This design comes from an exercise in tuning for small area on the open sky130 flow, not from production work.
No functional check of the RTL was part of this run.
Power figures rest on the tool's default switching activity, not on a simulated workload.

$ cat flow/run.sh
#!/bin/bash
# synth_recipe.tcl (not shown) runs the flow's synth.tcl, then flattens the netlist and writes it again
# the make line also repeats each setting of config.mk as NAME=value (left out here)
make -C /OpenROAD-flow-scripts/flow DESIGN_CONFIG=/design/flow/config.mk WORK_HOME=/design/flow/orfs CLKGATE_MAP_FILE= SYNTH_SCRIPT=/design/flow/synth_recipe.tcl finish
$ cat flow/config.mk
export PLATFORM = sky130hd
export DESIGN_NAME = lights
export DESIGN_NICKNAME = lights
export VERILOG_FILES = /design/flow/design.v
export SDC_FILE = /design/flow/constraint.sdc
export NUM_CORES = 4
export LEC_CHECK = 0
export CAP_MARGIN = 20
export CORE_MARGIN = 2
export CORE_UTILIZATION = 45
export SLEW_MARGIN = 20
$ cat flow/constraint.sdc
create_clock -name core_clock -period 10.0 [get_ports {clk}]
set_input_delay 2.0000 -clock core_clock [delete_from_list [all_inputs] [get_ports {clk}]]
set_output_delay 2.0000 -clock core_clock [all_outputs]
set_load 0.01 [all_outputs]
$ cat flow/design.v
`timescale 1ns / 1ps
module ram72bit(
    input clka,
    input wea,
    input [3:0] addra,
    input [71:0] dina,
    output reg [71:0] douta
    );
    reg [71:0] mem [0:15];
    always @ (posedge clka) begin
        if (wea) begin
            mem[addra] <= dina;
            douta <= dina;
        end else begin
            douta <= mem[addra];
        end
    end
endmodule
`timescale 1ns / 1ps
module serial(
    input clk_uart,
    input rst,
    input rx,
    output tx,
    output [7:0] a,
    output [71:0] d,
    output we,
    output [1:0] pattern_type,  
    output [71:0] specific_led_values
    );
    wire done, rdy, xmit, busy;
    wire [7:0] rxd;
    wire [7:0] txd;
    wire tick_8x;
    uart_clk_synth u(clk_uart, rst, tick_8x);
    tx t(.clk(clk_uart),
         .reset(rst),
         .tick_8x(tick_8x),
         .xmit_data(xmit),
         .txd(txd),
         .tx(tx),
         .done(done),
         .busy(busy),
         .error());
    rx r(.clk(clk_uart),
         .reset(rst),
         .tick_8x(tick_8x),
         .rx(rx),
         .data_received(rdy),
         .rxd(rxd));
    new_pattern statem(clk_uart,
                       rst,
                       rxd, 
                       rdy, 
                       txd, 
                       xmit, 
                       busy, 
                       a, 
                       d, 
                       we, 
                       pattern_type, 
                       specific_led_values);
endmodule
module new_pattern(
    input clk,
    input reset,
    input [7:0] rxd,
    input data_received,
    output reg [7:0] txd,
    output reg xmit,
    input busy,
    output reg [7:0] a,
    output reg [71:0] d,
    output reg we,
    output reg [1:0] mode,
    output reg [71:0] individual_leds
    );
    reg [4:0] led;
    reg [2:0] led_brightness;
    integer s;
    always @ (posedge clk) begin
        xmit <= 0;
        we <= 0;
        if (reset) begin
            txd <= 0;
            a <= 0;
            d <= 0;
            mode <= 0;
            individual_leds <= 0;
            led <= 0;
            led_brightness <= 0;
            s <= 0;
        end else
        case (s)
            0: if (data_received) begin
                case (rxd)
                    "w":        s <= 1;
                    "m":        s <= ((2 + 9) + 11);
                    "i":        s <= (((2 + 9) + 11) + 1);
                    default:    s <= 0;
                endcase
            end
            1:      if (data_received) begin a <= rxd; s <= s + 1; end
            2:      if (data_received) begin d <= {d[63:0], rxd}; s <= s + 1; end
            2 + 1:  if (data_received) begin d <= {d[63:0], rxd}; s <= s + 1; end
            2 + 2:  if (data_received) begin d <= {d[63:0], rxd}; s <= s + 1; end
            2 + 3:  if (data_received) begin d <= {d[63:0], rxd}; s <= s + 1; end
            2 + 4:  if (data_received) begin d <= {d[63:0], rxd}; s <= s + 1; end
            2 + 5:  if (data_received) begin d <= {d[63:0], rxd}; s <= s + 1; end
            2 + 6:  if (data_received) begin d <= {d[63:0], rxd}; s <= s + 1; end
            2 + 7:  if (data_received) begin d <= {d[63:0], rxd}; s <= s + 1; end
            2 + 8:  if (data_received) begin d <= {d[63:0], rxd}; txd <= "o"; xmit <= 1; we <= 1; s <= (2 + 9); end
            (2 + 9):          if (!busy) begin txd <= a;          xmit <= 1; s <= s + 1; end
            (2 + 9) + 1:      if (!busy) begin txd <= d[71:64];   xmit <= 1; s <= s + 1; end
            (2 + 9) + 2:      if (!busy) begin txd <= d[63:56];   xmit <= 1; s <= s + 1; end
            (2 + 9) + 3:      if (!busy) begin txd <= d[55:48];   xmit <= 1; s <= s + 1; end
            (2 + 9) + 4:      if (!busy) begin txd <= d[47:40];   xmit <= 1; s <= s + 1; end
            (2 + 9) + 5:      if (!busy) begin txd <= d[39:32];   xmit <= 1; s <= s + 1; end
            (2 + 9) + 6:      if (!busy) begin txd <= d[31:24];   xmit <= 1; s <= s + 1; end
            (2 + 9) + 7:      if (!busy) begin txd <= d[23:16];   xmit <= 1; s <= s + 1; end
            (2 + 9) + 8:      if (!busy) begin txd <= d[15:8];    xmit <= 1; s <= s + 1; end
            (2 + 9) + 9:      if (!busy) begin txd <= d[7:0];     xmit <= 1; s <= s + 1; end
            (2 + 9) +10:      if (!busy) begin txd <= "d";        xmit <= 1; s <= 0; end
            ((2 + 9) + 11):       if (data_received) begin mode <= rxd; txd <= rxd; xmit <= 1; s <= 0; end
            (((2 + 9) + 11) + 1):   if (data_received) begin led <= rxd; s <= s + 1; end
            (((2 + 9) + 11) + 1)+1: if (data_received) begin led_brightness <= rxd; txd <= led; xmit <= 1; s <= s + 1; end
            (((2 + 9) + 11) + 1)+2: if (!busy) begin
                                                         txd <= led_brightness;
                                                         individual_leds <= (individual_leds & (~(3'b111 << (led*3)))) | (led_brightness << (led*3));
                                                         xmit <= 1;
                                                         s <= 0;
                                           end
        endcase
    end
endmodule
module rx(
    input clk,
    input reset,
    input tick_8x,
    input rx,
    output reg [7:0] rxd,
    output reg data_received
    );
    wire go;
    reg rst_clk_cnt;
    clk_div #(.RESET_TYPE(1)) clk_div_i(clk, reset, tick_8x, rst_clk_cnt, go);
    reg [7:0] rxd_shift;
    reg [3:0] receive_cnt;
    always @ (posedge clk) begin
        data_received <= 0;
        rst_clk_cnt <= 0;
        if (reset) begin
            rxd <= 0;
            rxd_shift <= 0;
            receive_cnt <= 0;
        end else if (receive_cnt == 1) begin
            if (rx) receive_cnt <= 0;
        end else if (receive_cnt) begin
            if (go) begin
                rxd_shift <= {rx, rxd_shift[7:1]};
                receive_cnt <= receive_cnt - 1;
                if (receive_cnt == 2) begin
                    data_received <= 1;
                    rxd <= rxd_shift;
                end
            end
        end else begin
            if (!rx) begin
                rst_clk_cnt <= 1;
                receive_cnt <= 11;
            end
        end
    end
endmodule
module tx(
    input clk,
    input reset,
    input tick_8x,
    input [7:0] txd,
    input xmit_data,
    output reg done,
    output busy,
    output tx,
    output reg error
    );
    wire go;
    reg rst_clk_cnt;
    clk_div #(.RESET_TYPE(0)) clk_div_i(clk, reset, tick_8x, rst_clk_cnt, go);
    reg transmitting;
    reg [9:0] txd_shift;
    assign tx = txd_shift[0];
    reg [3:0] xmit_cnt;
    assign busy = xmit_data || (xmit_cnt != 0);
    always @ (posedge clk) begin
        rst_clk_cnt <= 0;
        done <= 0;
        if (reset) begin
            transmitting <= 0;
            xmit_cnt <= 0;
            txd_shift <= 10'b1111111111;
        end else if (xmit_data) begin
            transmitting <= 1;
            rst_clk_cnt <= 1;
            xmit_cnt <= 10;
            txd_shift <= {1'b1, txd, 1'b0};
        end else if (xmit_cnt) begin
            if (go) begin
                txd_shift <= {1'b1, txd_shift[9:1]};
                xmit_cnt <= xmit_cnt - 1;
                if (xmit_cnt == 1) begin
                    transmitting <= 0;
                    done <= 1;
                    if (xmit_data) begin
                        transmitting <= 1;
                        rst_clk_cnt <= 1;
                        xmit_cnt <= 10;
                        txd_shift <= {1'b1, txd, 1'b0};
                    end 
                end
            end
        end
    end
    always @ (posedge clk) begin
        error <= 0;
        if (!reset && xmit_data) begin
            if (!transmitting) begin
            end else if (go && xmit_cnt == 1) begin
            end else begin
                error <= 1;
            end
        end
    end
endmodule
module uart_clk_synth(
    input clk,
    input reset,
    output reg uart_8x_tick
    );
    reg [2:0] clk_div;
    always @ (posedge clk) begin
        clk_div <= clk_div + 1;
        uart_8x_tick <= 0;
        if (reset) begin
            clk_div <= 0;
        end else if (clk_div == 6) begin
            clk_div <= 0;
            uart_8x_tick <= 1;
        end
    end
endmodule
module clk_div(
    input clk,
    input reset,
    input tick_8x,
    input rst,
    output go
    );
    parameter RESET_TYPE = 0;  
    reg [2:0] clk_div;
    always @ (posedge clk) begin
        if (reset) begin
            clk_div <= 0;
        end else if (rst) begin
            if (RESET_TYPE == 0) begin
                clk_div <= 0;
            end else begin
                clk_div <= 4;
            end
        end else if (tick_8x) begin 
            clk_div <= clk_div + 1;
        end
    end
    assign go = !rst & tick_8x & clk_div == 3'b111;
endmodule
`timescale 1ns / 1ps
module lights(
    input clk,
    input rst,
    input rx,
    output tx,
    output [2*12-1:0] leds
    );
    wire clk_uart = clk;
    wire rx_i;
    reg [4:0] rx_sync;
    always @ (posedge clk_uart)
        if (rst) rx_sync <= 5'b11111;
        else     rx_sync <= {rx_sync[3:0], rx};
    assign rx_i = rx_sync[4];
    reg [20:0] clk_div;
    always @ (posedge clk_uart)
        if (rst) clk_div <= 0;
        else     clk_div <= clk_div + 1;
    wire clk_step = clk_div[11];
    reg clk_step_l;
    always @ (posedge clk_uart)
        if (rst) clk_step_l <= 0;
        else     clk_step_l <= clk_step;
    reg step;
    always @ (posedge clk_uart)
        if (rst)                        step <= 0;
        else if (clk_step && ~clk_step_l) step <= 1;
        else                            step <= 0;
    wire [7:0] pwm_counter = clk_div[7:0];
    wire [71:0] leds_p, leds_r, leds_i;
    reg [71:0] leds_mux;
    wire [7:0] pat_up_a;
    wire [71:0] pat_up_d;
    wire pat_up_we;
    wire [1:0] pattern_type;  
    genvar gi;
    generate
        for (gi = 0; gi < 12; gi = gi + 1) begin : specific_leds
            led led_i(
                .pwm_counter(pwm_counter),
                .values(leds_mux[6*gi +: 6]),
                .leds(leds[2*gi +: 2])
            );
        end
    endgenerate
    stored_pattern p(clk_uart, rst, step, pat_up_a, pat_up_d, pat_up_we, leds_p);
    random r(clk_uart, rst, step, pwm_counter, leds_r);
    serial s(clk_uart, rst, rx_i, tx, pat_up_a, pat_up_d, pat_up_we, pattern_type, leds_i);
    wire clk_switch = clk_div[20];
    always @ (*)
        case (pattern_type)
            0: begin
                case(clk_switch)
                    0: leds_mux = leds_p;
                    1: leds_mux = leds_r;
                endcase
            end
            1: leds_mux = leds_p;
            2: leds_mux = leds_r;
            3: leds_mux = leds_i;
        endcase
endmodule
module random(
    input clk,
    input reset,
    input step,
    input [7:0] pwm_counter,
    output [71:0] leds
    );
    reg [23:0] initializer;
    always @ (posedge clk)
        if (reset) initializer <= 24'hffffff;
        else if (initializer) if (pwm_counter[2]) initializer <= {initializer[22:0], 1'b0};
    genvar gi;
    generate
        for (gi = 0; gi < 12; gi = gi + 1) begin : l
            random_led rl(
                .clk(clk),
                .reset(reset),
                .rst(initializer[2*gi +: 2]),
                .step(step),
                .values(leds[6*gi +: 6])
            );
        end
    endgenerate
endmodule
module random_led(
    input clk,
    input reset,
    input [1:0] rst,
    input step,
    output [5:0] values);
    genvar gi;
    generate
        for (gi = 0; gi < 2; gi = gi + 1) begin : each_color
            twinkler tw(.clk(clk),
                        .reset(reset),
                        .rst(rst[gi]),
                        .step(step),
                        .signal(values[3*gi +: 3]));
        end
    endgenerate
endmodule
module lfsr3(input clk, input reset, input step, input rst, output value);
    reg [7:0] lfsr;
    wire feedback = lfsr[7] ^ lfsr[5] ^ lfsr[4] ^ lfsr[3];
    always @ (posedge clk)
        if (reset)     lfsr <= 0;
        else if (rst)  lfsr <= lfsr + 1;
        else if (step) lfsr <= {lfsr[6:0], feedback};
    assign value = lfsr[7] & lfsr[6] & lfsr[5] & lfsr[4] & lfsr[3];
endmodule
module twinkler(
    input clk,
    input reset,
    input rst,
    input step,
    output [2:0] signal);
    wire go;
    lfsr3 rng(.clk(clk), .reset(reset), .step(step), .rst(rst), .value(go));
    reg [2:0] intensity;
    assign signal = intensity;
    reg direction;
    reg state;
    always @ (posedge clk) begin
        if (reset) begin
            intensity <= 0;
            direction <= 0;
            state <= 0;
        end else
        case (state)
            0: if (go) state <= 1;
            1: begin
                case (direction)
                    0: begin
                        if (step) begin
                            intensity <= intensity + 1;
                            if (intensity == 3'b110) direction <= 1;
                        end
                    end
                    1: begin
                        if (step) begin
                            intensity <= intensity - 1;
                            if (intensity == 3'b001) begin
                                direction <= 0;
                                state <= 0;
                            end
                        end
                    end
                endcase
            end
        endcase
    end
endmodule
module stored_pattern(
    input clk,
    input reset,
    input step,
    input [7:0] pat_up_a,
    input [71:0] pat_up_d,
    input pat_up_we,
    output [71:0] leds
    );
    wire [71:0] led_values;
    assign leds = led_values;
    reg [3:0] prog_addr;
    ram72bit pattern_ram (
      .clka(clk),  
      .wea(pat_up_we),  
      .addra(pat_up_we ? pat_up_a[3:0] : prog_addr),  
      .dina(pat_up_d),  
      .douta(led_values)  
    );
    always @ (posedge clk)
        if (reset)     prog_addr <= 0;
        else if (step) prog_addr <= prog_addr + 1;
    reg [16:0] clk_div;
    always @ (posedge clk)
        if (reset) clk_div <= 0;
        else       clk_div <= clk_div + 1;
endmodule
module led(
    input [7:0] pwm_counter,
    input [5:0] values,
    output [1:0] leds
);
    genvar gi;
    generate
        for (gi = 0; gi < 2; gi = gi + 1) begin : pwms
            pwm pwm_i(
                .counter(pwm_counter),
                .value(values[3*gi +: 3]),
                .signal(leds[gi])
            );
        end
    endgenerate
endmodule
module pwm(
    input [7:0] counter,
    input [2:0] value,
    output reg signal
);
    reg [7:0] counter_value;
    always @ (*) begin
        case (value)
            0: counter_value = 0;
            1: counter_value = 15;
            2: counter_value = 35;
            3: counter_value = 63;
            4: counter_value = 99;
            5: counter_value = 143;
            6: counter_value = 195;
            7: counter_value = 255;
        endcase
    end
    always @ (*) begin
        signal = (counter_value > counter);
    end
endmodule
==> reports/results.env <==
CTS_TREE='done'
NUM_VIAS=51000
WIRELENGTH_MET1_MM=90.1
CP_MAX_FO=39
CLKLATENCYLATEPIN_NS=0.86
SYNTH_AREA_PER_CELL_UM2=12.8
GPL.FINAL_WEIGHTED_CONGESTION=0.871
TIMING_WORST_SLEW_PIN_VALUE_NS=1.17
LAYOUT.NETS=6650
CLOCK_TREE.BUFFER_DEPTH=3
CTS_MADE_BUFFERS=185
CLKTRANSATPATHREGS_NS=0.06
SYNTH_TOP_AREA_SHARE_PCT=42.6
FINAL_ANTENNA_NET_COUNT=0
YOSYSSEQAREASHARE_PCT=57.9
MIN_FROM='clk_step_l'
PLACEMENTROWS=155
YS_TOP_CELLS_BY_AREA='sky130_fd_sc_hd__edfxtp_1 43%, sky130_fd_sc_hd__dfxtp_1 15%, sky130_fd_sc_hd__mux4_2 10%, sky130_fd_sc_hd__ha_1 6.2%, sky130_fd_sc_hd__mux2i_1 2.9%'
ENDPOINT_KIND='output pin'
MAX_CAP_VIOLATIONS=0
SYNTH_ASYNC_SR_FLOP_SHARE_PCT=0
CORE-AREA_UM2=179000
TOTAL_POWER_W=0.0151
TIMING.CLOCK.SKEW_NS=0.0600
MIN_DELAY_PATH_DEPTH=1
DRT_ITER0_MARKERS=5055
POST_CTS_REPAIR_SETUP_BUFFERS=0
POST-SYNTH-TOP-AREA-CELL='sky130_fd_sc_hd__edfxtp_1'
SYNTH_EDF_COUNT=1152
PIN_COUNT_OF_THE_BIGGEST_NET_ENTERING_GLOBAL_ROUTING=187
DETAIL_ROUTE.DRC_VIOLATIONS=0
CTSHTREEMAXLEVEL=4
SYNTH_CELL_TYPE_COUNT=75
DESIGN.DIE.AREA_UM2=184000
RUN_STATUS='timing/DRC/antenna clean'
NETLIST_INSTANCES=6323
MINIMUM_SETUP_SLACK_IN_THE_FINAL_DESIGN_NS=1.85
YOSYSWARNINGS=13
SYNTHTOLAYOUTAREAGROWTH_PCT=10.8
CLOCK.FMAX_MHz=123
LAYOUT_MIN_CYCLE_TIME_NS=8.15
DR_WL_MET2_MM=97.0
DRT_PRE_ANTENNA_ITERS=6
WL_MM=204
IO_BUFFER_COUNT=27
FF2FF_PATH_DEPTH=4
POST_CTS_RESIZED=0
R2R_END='p.pattern_ram.mem[2][38]'
CP_SLOWEST_CELL='sky130_fd_sc_hd__dfxtp_4'
ANTENNA_VIOLATIONS_BEFORE_REPAIR=7
MIN_PATH_TYPE='reg2reg'
START_UTIL_PCT=45.4
CRIT_PATH_START_KIND='flip-flop'
CPPEAKSTAGEDELAY_NS=0.96
ARRIVAL_NS=6.15
TIMING.SLEW.HEADROOM_PCT=22.3
TIMING.CRITICAL_PATH.CELLS='buf_4 > mux4_2 > mux4_2 > nand2b_1 > nand2_1 > o21a_1 > inv_1 > ha_1 > nand2_1 > ha_1 > nor2b_1 > o21a_1 > o21ai_0 > nand2b_1 > a21oi_1 > o21ai_0 > o31a_1 > clkdlybuf4s50_1'
SYNTHESIS.NETS=6728
GRT_PASS1_VIAS=49200
HIGHEST_LAYER='met4'
PRECTSSETUPSLACK_NS=2.60
DOMINANTREGCELLSYNTH='sky130_fd_sc_hd__edfxtp_1'
FINAL_SETUP_TNS_NS=0
SETUP-VIOLATIONS-FINAL=0
POWER.LEAKAGE_nW=31.2
NUMCLOCKSINKS=1774
MAXSLEWVIOLCOUNT=0
WORSTPATHREQUIRED_NS=8.00
FINAL_AREA_UM2=89900
SETUP_REPAIR_AFTER_GLOBAL_ROUTING_MISSED_ITS_MARGIN='false'
VIA_PER_INST=5.82
SYNTH.FF_LATCH_COUNT=1774
DRIVE_GT1_SHARE_PCT=12.5
CRIT_TYPE='reg2out'
GRT_PASS1_WL_MM=307
BUFFER_CELL_DRIVING_THE_CLOCK_TREE_ROOT='sky130_fd_sc_hd__clkbuf_16'
ROUTE.MET3.WL_MM=12.2
PLACED_AREA_UM2=83700
POWER_DENSITY_nW_PER_UM2=168
POWER.IR.VDD_WORST_mV=0.187
NUMBER_OF_TOP_LEVEL_PINS=28
PERIOD_UTILIZATION_PCT=81.5
SYNTH.CELL_AREA_UM2=81200
GRT_REMAINING_OVERFLOW=0
DETAIL_ROUTE.WL_PER_CELL_UM=23.3
RR_STARTPOINT='s.statem.we'
HOLD_VIOL=0
HOLD_PATH_END='step'
WORST-R2R-SETUP-SLACK_NS=6.41
DIE_HEIGHT_UM=429
GRT_USE_TOTAL_PCT=21.8
DIEWIDTH_UM=429
DP_HPWL_MM=124
CTSHOLDBUFFERS=0
==> registers in the layout, indices dropped and copies added, names as in the netlist, 9 cells and up, named ones only <==
name	cells
p.pattern_ram.mem	1152
r.l.rl.each_color.tw.rng.lfsr	192
r.l.rl.each_color.tw.intensity	72
s.statem.d	72
s.statem.individual_leds	72
s.statem.s	32
r.initializer	24
r.l.rl.each_color.tw.direction	24
r.l.rl.each_color.tw.state	24
clk_div	21
s.t.txd_shift	9
==> worst max path at each step <==
| stage | from | slack, ns | to |
|---|---|---|---|
| floorplan | s.statem.we | 3.47 | p.pattern_ram.mem[0][0] |
| CTS | flip-flop | 1.69 | leds[10] |
| detailed placement | flip-flop | 2.60 | leds[10] |
| finish | flip-flop | 1.85 | leds[10] |
| global route | flip-flop | 1.42 | leds[23] |
| global placement | flip-flop | 2.62 | leds[7] |
==> cells by family after synthesis <==
| family | synth area share [%] |
|---|---|
| buf+inv | 2.80 |
| simple gates | 10.3 |
| xor+xnor | 1.66 |
| mux | 13.0 |
| compound gates | 8.07 |
| flops | 57.9 |
| fa+ha+maj | 6.20 |
==> critical path: cells and delay by family (launching register included) <==
kind            cells  cell delay (ns)
fa+ha+maj           2             0.45
compound gates      6             0.85
flops               1             0.96
simple gates        5             0.49
mux                 2             1.18
buf+inv             3             1.29
==> power breakdown <==
group	switching [W]	internal, W	leakage [nW]
clock	0.00295	0.00407	3.03
sequential	0.0000459	0.00774	15.7
combinational	0.000196	0.000112	12.4
==> cells in the mapped netlist, drive strengths merged, types with 78 or more instances <==
cell type and instances:
edfxtp 1152, nor2b 97, inv 188, nor3 134
xnor2 105, o21ai 207, nor2 508, mux2i 232
nand2 547, buf 82, ha 402, and3 78
a21oi 412, mux4 360, a211oi 98, dfxtp 622
clkbuf 288, nand3 109, nand2b 93
==> layer usage <==
metal	track usage (%)	up-vias
met1	30.2	25800
met3	3.35	284
met2	35.7	1384
li1	-	23500
met5	0	-
met4	6.29	0
==> layout by cell type (no fill, tap or decap), types with 45 or more instances in the layout <==
| cell | count |
|---|---|
| sky130_fd_sc_hd__a211oi_1 | 98 |
| sky130_fd_sc_hd__nor4_1 | 58 |
| sky130_fd_sc_hd__o21ai_0 | 206 |
| sky130_fd_sc_hd__nor2_1 | 495 |
| sky130_fd_sc_hd__nor2b_1 | 97 |
| sky130_fd_sc_hd__clkbuf_16 | 187 |
| sky130_fd_sc_hd__and3_1 | 78 |
| sky130_fd_sc_hd__a31oi_1 | 48 |
| sky130_fd_sc_hd__o21a_1 | 52 |
| sky130_fd_sc_hd__inv_1 | 180 |
| sky130_fd_sc_hd__edfxtp_1 | 1152 |
| sky130_fd_sc_hd__a21oi_1 | 412 |
| sky130_fd_sc_hd__xnor2_1 | 105 |
| sky130_fd_sc_hd__nor3_1 | 129 |
| sky130_fd_sc_hd__dfxtp_1 | 612 |
| sky130_fd_sc_hd__nand2_1 | 547 |
| sky130_fd_sc_hd__mux2i_1 | 232 |
| sky130_fd_sc_hd__ha_1 | 402 |
| sky130_fd_sc_hd__buf_4 | 70 |
| sky130_fd_sc_hd__clkbuf_1 | 45 |
| sky130_fd_sc_hd__mux4_2 | 360 |
| sky130_fd_sc_hd__nand4_1 | 45 |
| sky130_fd_sc_hd__nand3_1 | 109 |
| sky130_fd_sc_hd__xor2_1 | 49 |
| sky130_fd_sc_hd__nand2b_1 | 93 |
==> through the flow <==
step | utilization, % | cells | hold WS [ns]
final | 50.3 | 8756 | 0.379
after global routing | 50.3 | 8754 | 0.388
after CTS | 50.3 | 8754 | 0.382
after detailed placement | 46.8 | 8413 | 0.372
after global placement | 46.8 | 8413 | 0.363
after floorplan | - | 6323 | 0.367
==> area by class of cell <==
type,instances,area [um2]
Clock buffer,251,5110
Sequential cell,1774,47100
Tap cell,2355,2950
Timing Repair Buffer,105,961
Multi-Input combinational cell,3991,32000
Clock inverter,90,1120
Fill cell,15100,88900
Inverter,188,706
Antenna cell,2,5.00

## afterwards: timing with drivers on the ports
How much do the figures lean on ideal ports? The routed layout below was timed once more, with nothing changed but the port constraints.
Step 1 sets driving cells, clkbuf_16 on the clock port and buf_2 on the other inputs (assumed; they add their load-dependent delay and slew).
Step 2, shift: input delay + t, output delay - t, t = (earliest + latest rising clock arrival at the registers) / 2. This alone moves slack from input paths to output paths.
Slacks: ideal / step 1 / step 2; pairs: ideal / step 1.
t, ns: 0.912
setup WS [ns]: 1.848 / 1.761 / 2.673
clock arrival spread, ns: 0.060 / 0.060
slew at the worst register clock pin (ns): 0.07 / 0.07
worst slew at a driven data input, ns: 0.05
After both steps this run still meets setup and hold. For this run, drivers alone change the setup slack by -0.087 ns; drivers and shift together by +0.825 ns.
